From an optimization exercise on the open Yosys and OpenROAD flow, aimed at small area, a short achievable clock period and few clock cycles; shortcuts taken in it are not production practice.
The RTL was checked by simulation tests, not by an equivalence proof against the original design.

### design/flow/design.v
`timescale 1ns / 1ps
`default_nettype none
module Nbit_reg #(parameter n=1, r=0)
   (input  wire [n-1:0] in,
    output wire [n-1:0] out,
    input  wire         clk,
    input  wire         we,
    input  wire         gwe,
    input  wire         rst
    );
   reg [n-1:0] state;
   assign out = state;
   always @(posedge clk) 
     begin 
       if (gwe & rst) 
         state <= r;
       else if (gwe & we) 
         state <= in; 
     end
endmodule
module gp1(input wire a, b,
           output wire g, p);
   assign g = a & b;
   assign p = a | b;
endmodule
module gp4(input wire [3:0] gin, pin,
           input wire cin,
           output wire gout, pout,
           output wire [2:0] cout);
  assign pout = (&  pin [3:0]);
  assign gout = (gin[0] & pin[1] & pin[2] & pin[3]) |(gin[1] & pin[2] & pin[3])| (gin[2] & pin[3]) | gin[3];
  assign cout[0] = (gin[0] | pin[0] & cin); 
  assign cout[1] = (gin[1] | pin[1] & cout[0]);
  assign cout[2] = (gin[2] | pin[2] & cout[1]);
endmodule
module cla16
  (input wire [15:0]  a, b,
   input wire         cin,
   output wire [15:0] sum);
  wire [15:0] gin, pin;
  genvar i;
  for(i = 0; i < 16; i=i+1) begin
    gp1 g(.a(a[i]), .b(b[i]), .g(gin[i]), .p(pin[i]));
  end
  wire [15:0] cout;
  wire g30_1, p30_1;
  gpn #(4) gf1(.gin(gin[3:0]), .pin(pin[3:0]), .cin(cin), .gout(g30_1), .pout(p30_1), .cout(cout[2:0]));
  assign cout[3] = (cin & p30_1) | g30_1;
  wire g30_2, p30_2;
  gp4 gf2(.gin(gin[7:4]), .pin(pin[7:4]), .cin(cout[3]), .gout(g30_2), .pout(p30_2), .cout(cout[6:4]));
  assign cout[7] = (cout[3] & p30_2) | g30_2;
  wire g30_3, p30_3;
  gp4 gf3(.gin(gin[11:8]), .pin(pin[11:8]), .cin(cout[7]), .gout(g30_3), .pout(p30_3), .cout(cout[10:8]));
  assign cout[11] = (cout[7] & p30_3) | g30_3;
  wire g30_4, p30_4;
  gp4 gf4(.gin(gin[15:12]), .pin(pin[15:12]), .cin(cout[11]), .gout(g30_4), .pout(p30_4), .cout(cout[14:12]));
  assign cout[15] = (cout[11] & p30_4) | g30_4;
  assign sum[0] = a[0] ^ b[0] ^ cin;
  for(i = 1; i < 16; i = i + 1) begin
    assign sum[i] = a[i] ^ b[i] ^ cout[i - 1];
  end
endmodule
module gpn
  #(parameter N = 4)
  (input wire [N-1:0] gin, pin,
   input wire  cin,
   output wire gout, pout,
   output wire [N-2:0] cout);
  assign pout = (&  pin [N - 1:0]);
  wire [N-2: 0] temp;
  genvar i;
  for (i = 0; i < N-1; i = i + 1) begin
    assign temp[i] = gin[i] & (& pin[N-1:i+1]);
  end
  assign gout = (| temp [N-2:0]) | gin[N-1];
  assign cout[0] = (gin[0] | pin[0] & cin); 
  for(i = 0; i < N - 2; i = i + 1) begin
    assign cout[i + 1] = (gin[i + 1] | pin[i + 1] & cout[i]);
  end
endmodule
`timescale 1ns / 1ps
`default_nettype none
module lc4_divider(input  wire [15:0] i_dividend,
                   input  wire [15:0] i_divisor,
                   output wire [15:0] o_remainder,
                   output wire [15:0] o_quotient);
      wire [15:0] temp_rem [16:0];
      wire [15:0] temp_quot [16:0];
      wire [15:0] temp_div [16:0];
      assign temp_rem[0] = 16'b0;
      assign temp_quot[0] = 16'b0;
      assign temp_div[0] = i_dividend;
      genvar i;
      for (i = 0; i < 16; i = i + 1) begin
            lc4_divider_one_iter div_one_iter(.i_dividend(temp_div[i]),
                              .i_divisor(i_divisor),
                              .i_remainder(temp_rem[i]),
                              .i_quotient(temp_quot[i]),
                              .o_dividend(temp_div[i + 1]),
                              .o_remainder(temp_rem[i + 1]),
                              .o_quotient(temp_quot[i + 1]));
      end
      wire divisor_zero_check = (i_divisor == 16'b0);
      assign o_quotient = divisor_zero_check ? 16'b0 : temp_quot[16];
      assign o_remainder = divisor_zero_check ? 16'b0 : temp_rem[16];
endmodule  
module lc4_divider_one_iter(input  wire [15:0] i_dividend,
                            input  wire [15:0] i_divisor,
                            input  wire [15:0] i_remainder,
                            input  wire [15:0] i_quotient,
                            output wire [15:0] o_dividend,
                            output wire [15:0] o_remainder,
                            output wire [15:0] o_quotient);
       wire zerocheck = 0 == i_divisor;
      assign o_dividend = i_dividend << 1;
      wire [15:0] div_shift_t, a_comp_t, prequot, preremainder, tempquot, remshift;
      assign remshift = i_remainder << 1;
      assign div_shift_t = (i_dividend >> 15) & 1'b1;
      assign a_comp_t =  div_shift_t | remshift;
      wire select_t = a_comp_t < i_divisor;
      assign preremainder = (select_t ? a_comp_t : (a_comp_t - i_divisor));
      assign o_remainder = zerocheck ? 16'b0 : preremainder;
      assign tempquot = i_quotient << 1;
      assign prequot = (select_t ? tempquot : tempquot | 1'b1);
      assign o_quotient = zerocheck ? 16'b0 : prequot;
endmodule
`timescale 1ns / 1ps
`default_nettype none
module cla_input_rs (  
      input wire [15:0] insn,
      input wire [15:0] pc,
      input wire [15:0] r1,
      output wire [15:0] rs
);
      assign rs = (insn[15:12] == 4'd1) | (insn[15:12] == 4'd6) | (insn[15:12] == 4'd7) ? r1 : pc;
endmodule
module cla_input_rt (  
      input wire [15:0] insn,
      input wire [15:0] r2,
      input wire [15:0] imm11,
      input wire [15:0] imm5,
      input wire [15:0] uimm7,
      input wire [15:0] imm9,
      input wire [15:0] imm6,
      output wire [15:0] rt
);
      wire [15:0] mux1, mux2;
      assign mux1 = (insn[5:4] == 2'b00) ? r2 : ((insn[5:4] == 2'b01) ? ~r2 : imm5);
      assign mux2 = imm9;
      assign rt = (insn[15:12] == 4'b1100) ? imm11 : 
                  ((insn[15:12] == 4'b0001) ? mux1 : 
                   (insn[15:12] == 4'b0010) ? uimm7 :
                   (insn[15:12] == 4'b0000) ? mux2 :
                   (insn[15:12] == 4'b0110 | insn[15:12] == 4'b0111) ? imm6:
                   16'b0
                  );
endmodule
module cla_input_ci (
      input wire [15:0] insn,
      output wire cin
);
      wire mux_top = (insn[5:3] == 3'b010) ? ((insn[15:12] == 4'b0001) ? 1 : 0) : 0;
      wire mux_bot = (insn[15:12] == 4'b0000 | insn[15:12] == 4'b0100 | insn[15:12] == 4'b1100 | insn[15:12] == 4'b1111) ? 1 : 0;
      assign cin = mux_top | mux_bot;
endmodule
module comparators (
      input wire [15:0] insn,
      input wire [15:0] r1,
      input wire [15:0] r2,
      input wire [15:0] imm7,
      input wire [15:0] uimm7,
      output wire [15:0] comp_out
);
      wire [15:0] mux_rs = (insn[8:7] == 2'b00 | insn[8:7] == 2'b10) ? $signed(r1) : r1; 
      wire [15:0] mux_rt = (insn[8:7] == 2'b00) ? $signed(r2) : 
                        (insn[8:7] == 2'b01) ? r2 :
                        (insn[8:7] == 2'b10) ? imm7 :
                        uimm7;
      wire signed [15:0] signed_comp_out = ($signed(mux_rs) > $signed(mux_rt)) ? 16'b1 : ($signed(mux_rs) == $signed(mux_rt)) ? 16'b0 : 16'hFFFF;
      wire [15:0] unsigned_comp_out = (mux_rs > mux_rt) ? 16'b1 : (mux_rs == mux_rt) ? 16'b0 : 16'hFFFF;
      assign comp_out = (insn[8:7] == 2'b00 | insn[8:7] == 2'b10) ? signed_comp_out : unsigned_comp_out;
endmodule
module lc4_alu(input  wire [15:0] i_insn,
               input wire [15:0]  i_pc,
               input wire [15:0]  i_r1data,
               input wire [15:0]  i_r2data,
               output wire [15:0] o_result);
      wire [15:0] imm5, imm6, imm7, imm9, imm11, uimm4, uimm7, uimm8;
      assign uimm4 = {12'b0, i_insn[3:0]};
      assign uimm7 = {9'b0, i_insn[6:0]};
      assign uimm8 = {8'b0, i_insn[7:0]};
      assign imm5 = {{12{i_insn[4]}}, i_insn[3:0]};
      assign imm6 = {{11{i_insn[5]}}, i_insn[4:0]};
      assign imm7 = {{10{i_insn[6]}}, i_insn[5:0]};
      assign imm9 = {{8{i_insn[8]}}, i_insn[7:0]};
      assign imm11 = {{6{i_insn[10]}}, i_insn[9:0]};
      wire cla_cin;
      wire [15:0] cla_rt, cla_rs;
      cla_input_ci get_cin(.insn(i_insn), .cin(cla_cin));
      cla_input_rs get_rs(.insn(i_insn), .pc(i_pc), .r1(i_r1data), .rs(cla_rs));
      cla_input_rt get_rt(.insn(i_insn), .r2(i_r2data), .imm11(imm11), .imm5(imm5), .uimm7(uimm7), .imm9(imm9), .imm6(imm6), .rt(cla_rt));
      wire [15:0] cla_output;
      cla16 get_cla_out(.a(cla_rs), .b(cla_rt), .cin(cla_cin), .sum(cla_output));
      wire [15:0] mult_out = i_r1data * i_r2data;
      wire [15:0] div_out, mod_out;
      lc4_divider div(.i_dividend(i_r1data), .i_divisor(i_r2data), .o_remainder(mod_out), .o_quotient(div_out));
      wire [15:0] math_mux = (i_insn[5:3] == 3'b011) ? div_out : (i_insn[5:3] == 3'b001) ? mult_out : cla_output;
      wire [15:0] comp_result;
      comparators get_comp(.insn(i_insn), .r1(i_r1data), .r2(i_r2data), .imm7(imm7), .uimm7(uimm7), .comp_out(comp_result));
      wire signed [15:0] sra_temp = $signed(i_r1data) >>> uimm4;
      wire [15:0] shift_result = (i_insn[5:4] == 2'b00) ? (i_r1data << uimm4) : 
                              (i_insn[5:4] == 2'b01) ? sra_temp : 
                              (i_insn[5:4] == 2'b10) ? (i_r1data >> uimm4) : 
                              mod_out;
      wire [15:0] hiconst = (i_r1data & 8'hFF) | (uimm8 << 8);
      wire [15:0] trap = 16'h8000 | uimm8;
      wire [15:0] basic_log = (i_insn[5:3] == 3'b000) ? i_r1data & i_r2data :
                              (i_insn[5:3] == 3'b001) ? ~i_r1data :
                              (i_insn[5:3] == 3'b010) ? i_r1data | i_r2data :
                              (i_insn[5:3] == 3'b011) ? i_r1data ^ i_r2data :
                              i_r1data & imm5;
      wire [15:0] jsr_out =  (i_insn[11] == 1) ? ((i_pc & 16'h8000) | (i_insn[10:0] << 4)) : i_r1data;
      wire [15:0] jmp_out = (i_insn[11] == 1) ? cla_output : i_r1data;
      assign o_result =  (i_insn[15:12] == 4'b0100) ? jsr_out : 
                        (i_insn[15:12] == 4'b0101) ? basic_log : 
                        (i_insn[15:12] == 4'b1101) ? hiconst : 
                        (i_insn[15:12] == 4'b1111) ? trap :  
                        (i_insn[15:12] == 4'b1001) ? imm9 : 
                        (i_insn[15:12] == 4'b1010) ? shift_result : 
                        (i_insn[15:12] == 4'b0010) ? comp_result : 
                        (i_insn[15:12] == 4'b0001) ? math_mux : 
                        (i_insn[15:12] == 4'b1100) ? jmp_out : 
                        (i_insn[15:12] == 4'b0000) ? cla_output : 
                        (i_insn[15:12] == 4'b0110) ? cla_output : 
                        (i_insn[15:12] == 4'b0111) ? cla_output :
                        (i_insn[15:12] == 4'b1000) ? i_r1data : 
                        16'b0;
endmodule
`timescale 1ns / 1ps
`default_nettype none
module lc4_decoder(input  wire [15:0] insn,                
                   output wire [ 2:0] r1sel,               
                   output wire        r1re,                
                   output wire [ 2:0] r2sel,               
                   output wire        r2re,                
                   output wire [ 2:0] wsel,                
                   output wire        regfile_we,          
                   output wire        nzp_we,              
                   output wire        select_pc_plus_one,  
                   output wire        is_load,             
                   output wire        is_store,            
                   output wire        is_branch,           
                   output wire        is_control_insn      
                   );
   wire [3:0] opcode = insn[15:12];
   assign     is_branch = (opcode == 4'b0000 & insn != 0);
   wire       is_arith = (opcode == 4'b0001);
   wire       is_add = (is_arith & (insn[5:3] == 3'b000));
   wire       is_mul = (is_arith & (insn[5:3] == 3'b001));
   wire       is_sub = (is_arith & (insn[5:3] == 3'b010));
   wire       is_div = (is_arith & (insn[5:3] == 3'b011));
   wire       is_addi = (is_arith & insn[5]);
   wire       is_compare = (opcode == 4'b0010);
   wire       is_cmp = (is_compare & (insn[8:7] == 2'b00));
   wire       is_cmpu = (is_compare & (insn[8:7] == 2'b01));
   wire       is_cmpi = (is_compare & (insn[8:7] == 2'b10));
   wire       is_cmpiu = (is_compare & (insn[8:7] == 2'b11));
   wire       is_jsr = (insn[15:11] == 5'b01001);
   wire       is_jsrr = (insn[15:11] == 5'b01000);
   wire       is_logic = (opcode == 4'b0101);
   wire       is_and = (is_logic & (insn[5:3] == 3'b000));
   wire       is_not = (is_logic & (insn[5:3] == 3'b001));
   wire       is_or = (is_logic & (insn[5:3] == 3'b010));
   wire       is_xor = (is_logic & (insn[5:3] == 3'b011));
   wire       is_andi = (is_logic & insn[5]);
   wire       is_ldr = (opcode == 4'b0110);
   wire       is_str = (opcode == 4'b0111);
   wire       is_rti = (opcode == 4'b1000);
   wire       is_const = (opcode == 4'b1001);
   wire       is_shift = (opcode == 4'b1010);
   wire       is_sll = (is_shift & (insn[5:4] == 2'b00));
   wire       is_sra = (is_shift & (insn[5:4] == 2'b01));
   wire       is_srl = (is_shift & (insn[5:4] == 2'b10));
   wire       is_mod = (is_shift & (insn[5:4] == 2'b11));
   wire       is_jmpr = (insn[15:11] == 5'b11000);
   wire       is_jmp = (insn[15:11] == 5'b11001);
   wire       is_hiconst = (opcode == 4'b1101);
   wire       is_trap = (opcode == 4'b1111);
   assign r1sel = (is_compare | is_hiconst) ? insn[11:9] :   
                  (is_rti) ? 3'd7 : insn[8:6];
   assign r1re = is_arith | 
                 is_compare | 
                 is_jsrr | 
                 is_logic | 
                 is_ldr | 
                 is_str | 
                 is_rti | 
                 is_shift | 
                 is_jmpr |
                 is_hiconst
                 ;
   assign r2sel = (is_str) ? insn[11:9] : insn[2:0];  
   assign r2re = is_add | is_mul |  is_sub | is_div |
                 is_cmp | is_cmpu |
                 is_and | is_or | is_xor |
                 is_str |
                 is_mod;
   assign wsel = (is_jsr | is_jsrr | is_trap) ? 3'd7 : insn[11:9];   
   assign regfile_we = is_arith | is_jsr | is_jsrr | is_logic | is_ldr | is_const | is_shift | is_hiconst | is_trap;
   assign nzp_we = regfile_we | is_compare;
   assign select_pc_plus_one = is_trap | is_jsrr | is_jsr;
   assign is_load = is_ldr;
   assign is_store = is_str;
   assign is_control_insn =  is_jsr | is_jsrr | is_rti | is_jmpr | is_jmp | is_trap;
endmodule
`timescale 1ns / 1ps
`default_nettype none
module lc4_regfile #(parameter n = 16)
   (input  wire         clk,
    input  wire         gwe,
    input  wire         rst,
    input  wire [  2:0] i_rs,       
    output wire [n-1:0] o_rs_data,  
    input  wire [  2:0] i_rt,       
    output wire [n-1:0] o_rt_data,  
    input  wire [  2:0] i_rd,       
    input  wire [n-1:0] i_wdata,    
    input  wire         i_rd_we     
    );
    wire [8:0] registers_write_q;
    wire [16:0] o_data_temp [8:0];
    genvar i;
    for (i = 0; i < 8; i=i+1) begin
        assign registers_write_q[i] = (i_rd == i) & i_rd_we;
        Nbit_reg #(16, 0) thing_register(.in(i_wdata), .out(o_data_temp[i]), .clk(clk), .we(registers_write_q[i]), .gwe(gwe), .rst(rst));
    end
    assign o_rs_data = i_rs == 0 ? o_data_temp[0] :
                       i_rs == 1 ? o_data_temp[1] :
                       i_rs == 2 ? o_data_temp[2] :
                       i_rs == 3 ? o_data_temp[3] :
                       i_rs == 4 ? o_data_temp[4] :
                       i_rs == 5 ? o_data_temp[5] :
                       i_rs == 6 ? o_data_temp[6] :
                       o_data_temp[7];
    assign o_rt_data = i_rt == 0 ? o_data_temp[0] :
                       i_rt == 1 ? o_data_temp[1] :
                       i_rt == 2 ? o_data_temp[2] :
                       i_rt == 3 ? o_data_temp[3] :
                       i_rt == 4 ? o_data_temp[4] :
                       i_rt == 5 ? o_data_temp[5] :
                       i_rt == 6 ? o_data_temp[6] :
                       o_data_temp[7];
endmodule
`timescale 1ns / 1ps
`default_nettype none
module lc4_processor
   (input  wire        clk,                 
    input  wire        rst,                 
    input  wire        gwe,                 
    output wire [15:0] o_cur_pc,            
    input  wire [15:0] i_cur_insn,          
    output wire [15:0] o_dmem_addr,         
    input  wire [15:0] i_cur_dmem_data,     
    output wire        o_dmem_we,           
    output wire [15:0] o_dmem_towrite,      
    output wire [1:0]  test_stall,          
    output wire [15:0] test_cur_pc,         
    output wire [15:0] test_cur_insn,       
    output wire        test_regfile_we,     
    output wire [2:0]  test_regfile_wsel,   
    output wire [15:0] test_regfile_data,   
    output wire        test_nzp_we,         
    output wire [2:0]  test_nzp_new_bits,   
    output wire        test_dmem_we,        
    output wire [15:0] test_dmem_addr,      
    output wire [15:0] test_dmem_data,      
    input  wire [7:0]  switch_data,         
    output wire [7:0]  led_data             
    );
   assign led_data = switch_data;
   assign test_stall = 2'b0; 
   wire [15:0]   pc;       
   wire [15:0]   next_pc;  
   Nbit_reg #(16, 16'h8200) pc_reg (.in(next_pc), .out(pc), .clk(clk), .we(1'b1), .gwe(gwe), .rst(rst));
   wire [2:0] r1sel,r2sel, wsel;
   wire r1re, r2re, regfile_we, nzp_we, select_pc_plus_one, is_load, is_store, is_branch, is_control_insn;
   lc4_decoder decodermain(.insn(i_cur_insn),  .r1sel(r1sel), .r1re(r1re), .r2sel(r2sel), .r2re(r2re), .wsel(wsel), .regfile_we(regfile_we), .nzp_we(nzp_we), .select_pc_plus_one(select_pc_plus_one), .is_load(is_load), .is_store(is_store), .is_branch(is_branch), .is_control_insn(is_control_insn));
   wire [15:0] o_rs_data, o_rt_data;
   lc4_regfile #(16) theregisterfile(.clk(clk), .gwe(gwe), .rst(rst),
    .i_rs(r1sel),       
    .o_rs_data(o_rs_data),  
    .i_rt(r2sel),       
    .o_rt_data(o_rt_data),  
    .i_rd(wsel),       
    .i_wdata(i_wdata),    
    .i_rd_we(regfile_we)     
    );
   wire [15:0] alu_result;
   lc4_alu alu_main(.i_insn(i_cur_insn), .i_pc(pc), .i_r1data(o_rs_data), .i_r2data(o_rt_data),
               .o_result(alu_result));
   wire [15:0] alu_datamem_output;
   assign o_dmem_addr = (is_load == 1 | is_store == 1) ? alu_result : 16'b0;
   assign o_dmem_towrite = is_store == 1 ? o_rt_data : 16'b0;
   assign o_dmem_we = is_store;
   assign alu_datamem_output = is_load ? i_cur_dmem_data : alu_result;
   wire [15:0] pc_plus_1;
   cla16 cla_one(.a(pc), .b(0), .cin(1), .sum(pc_plus_1));
   wire [2:0] nzp_new_bits = ($signed(i_wdata) == 0) ? 3'b010 : 
                        ($signed(i_wdata) > 0) ? 3'b001 :
                        3'b100;
   wire [2:0] nzp_old_bits;
   Nbit_reg #(3, 0) nzp_reg (.in(nzp_new_bits), .out(nzp_old_bits), .clk(clk), .we(nzp_we), .gwe(gwe), .rst(rst));
   wire nzp_correct = i_cur_insn[11] == 1 & nzp_old_bits == 3'b100 | i_cur_insn[10] == 1 & nzp_old_bits == 3'b010 | i_cur_insn[9] == 1 & nzp_old_bits == 3'b001;
   assign next_pc = (is_control_insn == 1) | (is_branch == 1 & nzp_correct) ?
      alu_datamem_output : pc_plus_1;
   wire  [15:0] i_wdata = select_pc_plus_one == 1 ? pc_plus_1 : alu_datamem_output;
   assign test_cur_pc = pc;
   assign test_cur_insn = i_cur_insn;
   assign test_regfile_wsel = wsel;
   assign test_regfile_data = i_wdata;
   assign test_nzp_we = nzp_we;
   assign test_dmem_we = is_store;
   assign test_nzp_new_bits = nzp_new_bits;
   assign test_dmem_addr = o_dmem_addr;
   assign test_regfile_we = regfile_we;
   assign test_dmem_data = is_store == 1 ? o_dmem_towrite :
                           is_load == 1 ? i_cur_dmem_data:
                           0;
   assign o_cur_pc = pc;
endmodule
`timescale 1ns / 1ps
`default_nettype none
module lc4_core
   (input  wire        clk,
    input  wire        rst,
    output wire [15:0] o_cur_pc,
    input  wire [15:0] i_cur_insn,
    output wire [15:0] o_dmem_addr,
    input  wire [15:0] i_cur_dmem_data,
    output wire        o_dmem_we,
    output wire [15:0] o_dmem_towrite,
    output wire [1:0]  test_stall,
    output wire [15:0] test_cur_pc,
    output wire [15:0] test_cur_insn,
    output wire        test_regfile_we,
    output wire [2:0]  test_regfile_wsel,
    output wire [15:0] test_regfile_data,
    output wire        test_nzp_we,
    output wire [2:0]  test_nzp_new_bits,
    output wire        test_dmem_we,
    output wire [15:0] test_dmem_addr,
    output wire [15:0] test_dmem_data
    );
   wire [7:0] led_unused;
   lc4_processor proc (.clk(clk), .rst(rst), .gwe(1'b1),
                       .o_cur_pc(o_cur_pc), .i_cur_insn(i_cur_insn),
                       .o_dmem_addr(o_dmem_addr), .i_cur_dmem_data(i_cur_dmem_data),
                       .o_dmem_we(o_dmem_we), .o_dmem_towrite(o_dmem_towrite),
                       .test_stall(test_stall), .test_cur_pc(test_cur_pc),
                       .test_cur_insn(test_cur_insn), .test_regfile_we(test_regfile_we),
                       .test_regfile_wsel(test_regfile_wsel), .test_regfile_data(test_regfile_data),
                       .test_nzp_we(test_nzp_we), .test_nzp_new_bits(test_nzp_new_bits),
                       .test_dmem_we(test_dmem_we), .test_dmem_addr(test_dmem_addr),
                       .test_dmem_data(test_dmem_data),
                       .switch_data(8'd0), .led_data(led_unused));
endmodule
### design/flow/run.sh
#!/bin/bash
# synth_recipe.tcl (not shown) runs the flow's synth.tcl, then flattens the netlist and writes it again
# the make line also repeats each setting of config.mk as NAME=value (left out here)
make -C /OpenROAD-flow-scripts/flow DESIGN_CONFIG=/design/flow/config.mk WORK_HOME=/design/flow/orfs CLKGATE_MAP_FILE= SYNTH_SCRIPT=/design/flow/synth_recipe.tcl finish
### design/flow/config.mk
export PLATFORM = sky130hd
export DESIGN_NAME = lc4_core
export DESIGN_NICKNAME = lc4_core
export VERILOG_FILES = /design/flow/design.v
export SDC_FILE = /design/flow/constraint.sdc
export NUM_CORES = 4
export LEC_CHECK = 0
export CAP_MARGIN = 20
export CORE_MARGIN = 2
export CORE_UTILIZATION = 40
export SLEW_MARGIN = 20
### design/flow/constraint.sdc
create_clock -name core_clock -period 60.0 [get_ports {clk}]
set_input_delay 12.0000 -clock core_clock [delete_from_list [all_inputs] [get_ports {clk}]]
set_output_delay 12.0000 -clock core_clock [all_outputs]
set_load 0.01 [all_outputs]
==> results.txt <==
-- cells in the mapped netlist, types with 69 or more instances --
library cell	number	area share
a21o_1	86	0.018
buf_4	76	0.016
xnor2_1	126	0.031
a211oi_1	139	0.030
clkbuf_1	215	0.023
inv_1	281	0.030
o21a_1	81	0.017
dfxtp_1	147	0.084
fa_1	107	0.061
nor3_1	121	0.017
nand2_1	546	0.058
a21oi_1	444	0.063
ha_1	389	0.14
nand3_1	92	0.013
and2_1	69	0.012
o21ai_0	359	0.051
nor2_1	631	0.068
-- final cells by class --
| type | count | area (um2) | area share |
|---|---|---|---|
| Timing Repair Buffer | 1423 | 11300 | 0.237 |
| Tap cell | 1155 | 1450 | 0.0303 |
| Antenna cell | 5 | 12.5 | 0.000262 |
| Clock buffer | 18 | 439 | 0.00921 |
| Inverter | 299 | 1120 | 0.0235 |
| Sequential cell | 147 | 2940 | 0.0617 |
| Multi-Input combinational cell | 4241 | 30300 | 0.635 |
| Clock inverter | 14 | 120 | 0.00252 |
-- metal layers --
metal,vias to the layer above,global-route usage,part of all wire
met3,713,0.0972,0.11
met4,8,0.230,0.070
met2,2667,0.607,0.42
li1,20361,-,-
met1,21467,0.523,0.40
met5,-,0,0.00025
-- metrics by stage --
| stage | instance area [um2] | setup TNS, ps | worst slack [ps] | util |
|---|---|---|---|---|
| floorplan | 35100 | 0 | 23.8 | - |
| global placement | 45500 | -12220 | -968 | 0.524 |
| detailed placement | 45500 | -49600 | -1900 | 0.524 |
| CTS | 46300 | 0 | 21.2 | 0.534 |
| global route | 47700 | -2410 | -323 | 0.550 |
| finish | 47700 | 0 | 1310 | 0.550 |
-- registers in the layout, indices dropped and copies added, names as in the netlist --
register	count
proc.theregisterfile.genblk1.thing_register.state	128
proc.pc_reg.state	16
proc.nzp_reg.state	3
-- worst max-delay path, delay by kind of cell --
family,cells,cell delay [ps]
AO/OA/AOI/OAI,84,16490
AND/OR/NAND/NOR,50,7770
buffers and inverters,33,4830
adder cells (fa/ha/maj),17,4690
multiplexers,4,710
XOR/XNOR,1,90
-- cell families after synthesis --
kind of cell / share of synthesized area
adders and majority gates: 0.200
xor gates and xnor gates: 0.0483
DFF: 0.0840
buffers and inverters: 0.0845
AOI/OAI and AO/OA: 0.325
and+or+nand+nor: 0.224
muxes: 0.0341
other: 0.000107
-- path summary, 6_finish.rpt --
kind / slack, ps / endpoint / cells after the start / start
hold reg to reg: 480 / register / 2 / register
setup / recovery: 1310 / test_nzp_new_bits[0] / 189 / i_cur_insn[13]
hold / removal: 480 / register / 2 / register
setup reg to reg: 25380 / proc.nzp_reg.state[1]$_SDFFE_PP0P_ / 185 / register
-- cell usage in the layout, fill, tap and decap left out, drive strengths merged, types with 64 or more instances in the layout --
master            n
a21o             86
nor2            637
dfxtp           147
a31oi            64
inv             298
nand2           548
a211oi          143
xnor2           126
ha              389
nand3            93
o21a             81
buf            1257
clkdlybuf4s50   152
and2             72
fa              107
o21ai           375
a21oi           449
nor3            124
mux2i            64
-- what timing repair did --
item                       CTS  global route
pin swaps                   14           108
gates cloned                 0             1
gates resized for setup     67           265
setup endpoints to repair   47            47
buffers inserted            16            64
==> results.txt <==
status finished clean; Seq/Total Area, Yosys 0.0840; clk sink count 147; slowest library cell on the worst path or4_4; initial core utilization 0.404; Die Area 90000 um2; H-tree depth 4; core area 86800 um2; non-filler cells in the finished layout 7302; total congestion overflow 0; Tcrit/Tclk final 0.978; initial antenna violation count 11; placed insts ~7000; final setup vio count 0; pin count of the biggest net entering global routing 137; Wirelength per Cell 25.8 um; Filler Cell Count around 8500; root buffer cell clkbuf_16; Total Routing Usage GR 0.403; Die Height 300 um; CTS tree done; post-layout min period 58690 ps; Req. time, crit path 48000 ps; Via Count 45216; CP peak stage delay approximately 540 ps; most common flop cell mapped by yosys dfxtp_1; Iter 0 DRT Violations 5497; port bufs ~170; TritonCTS buffer count 17; Rows 108; DP HPWL 143000 um; Final Net Count roughly 6700; Worst Clk Skew approximately 18 ps; critical path arrival between 40000 and 50000 ps; Achievable Freq 0.0170 GHz; deepest clock path buffer count 2; Setup CP Type in -> out; Startpoint Class primary input; DRC viols 0; hold buffer count at CTS 0; die width ~300 um; routed vias/inst 6.19; First-pass DRT Iterations 7; Mapped Area 35000 um2; WHS 476 ps; Fin. Hold Viols 0; WL final 188000 um; Slew Viols, Final 0; Tightest Hold Check Type reg -> reg; RePlAce Congestion between 1 and 1.5; Slew HR 0.160; Mapped Cells between 5000 and 6000; Antenna Nets Post-Route 0; number of synthesized flops with an enable pin 0; Unique masters post-synth approximately 120; Syn Area/Cell 6.93 um2; Max Cap Viol 0; slew at the pin closest to its max-slew limit around 1300 ps; Post-synth ARST share 0; CTS clock-pin slew for the worst setup and hold paths 70 ps; layout cells sized above 1 0.263; maximum fanout along the worst path 8; Skew-Pair Late Insertion Delay 460 ps; number of global-route vias before repair 42880; CP endpoint kind output port; flops & latches, synth 147; Ports 174; YS warnings 7; P&R area growth vs syn 36.1%; global-route wire length before repair 276000 um; Most common cell on crit path buf_4
Testbench counts, summed over its fixed seeds: cycles 48,000.

## static timing again, ports no longer ideal
Ports are ideal in the flow. The routed layout listed here was re-timed in OpenROAD. Step 1 assumes that a clkbuf_16 drives the clock port and a buf_2 every other input. Step 2 moves the port delays by t, midway between the first and last clock arrival at a register: inputs arrive t later, outputs are due t later. That takes back most of the time a late clock gives input paths. Three values: ideal ports, drivers, drivers and shift; two values: the first two.
t (ns): 0.500
slack for setup (ns): 1.315 / 1.286 / 1.286
worst hold slack (ns): 0.476 / 0.476 / 0.476
worst setup path at the end: input to output
After both steps setup and hold are still met in this run. The setup slack of this run moves by -0.029 ns with the drivers and by -0.029 ns with both steps.
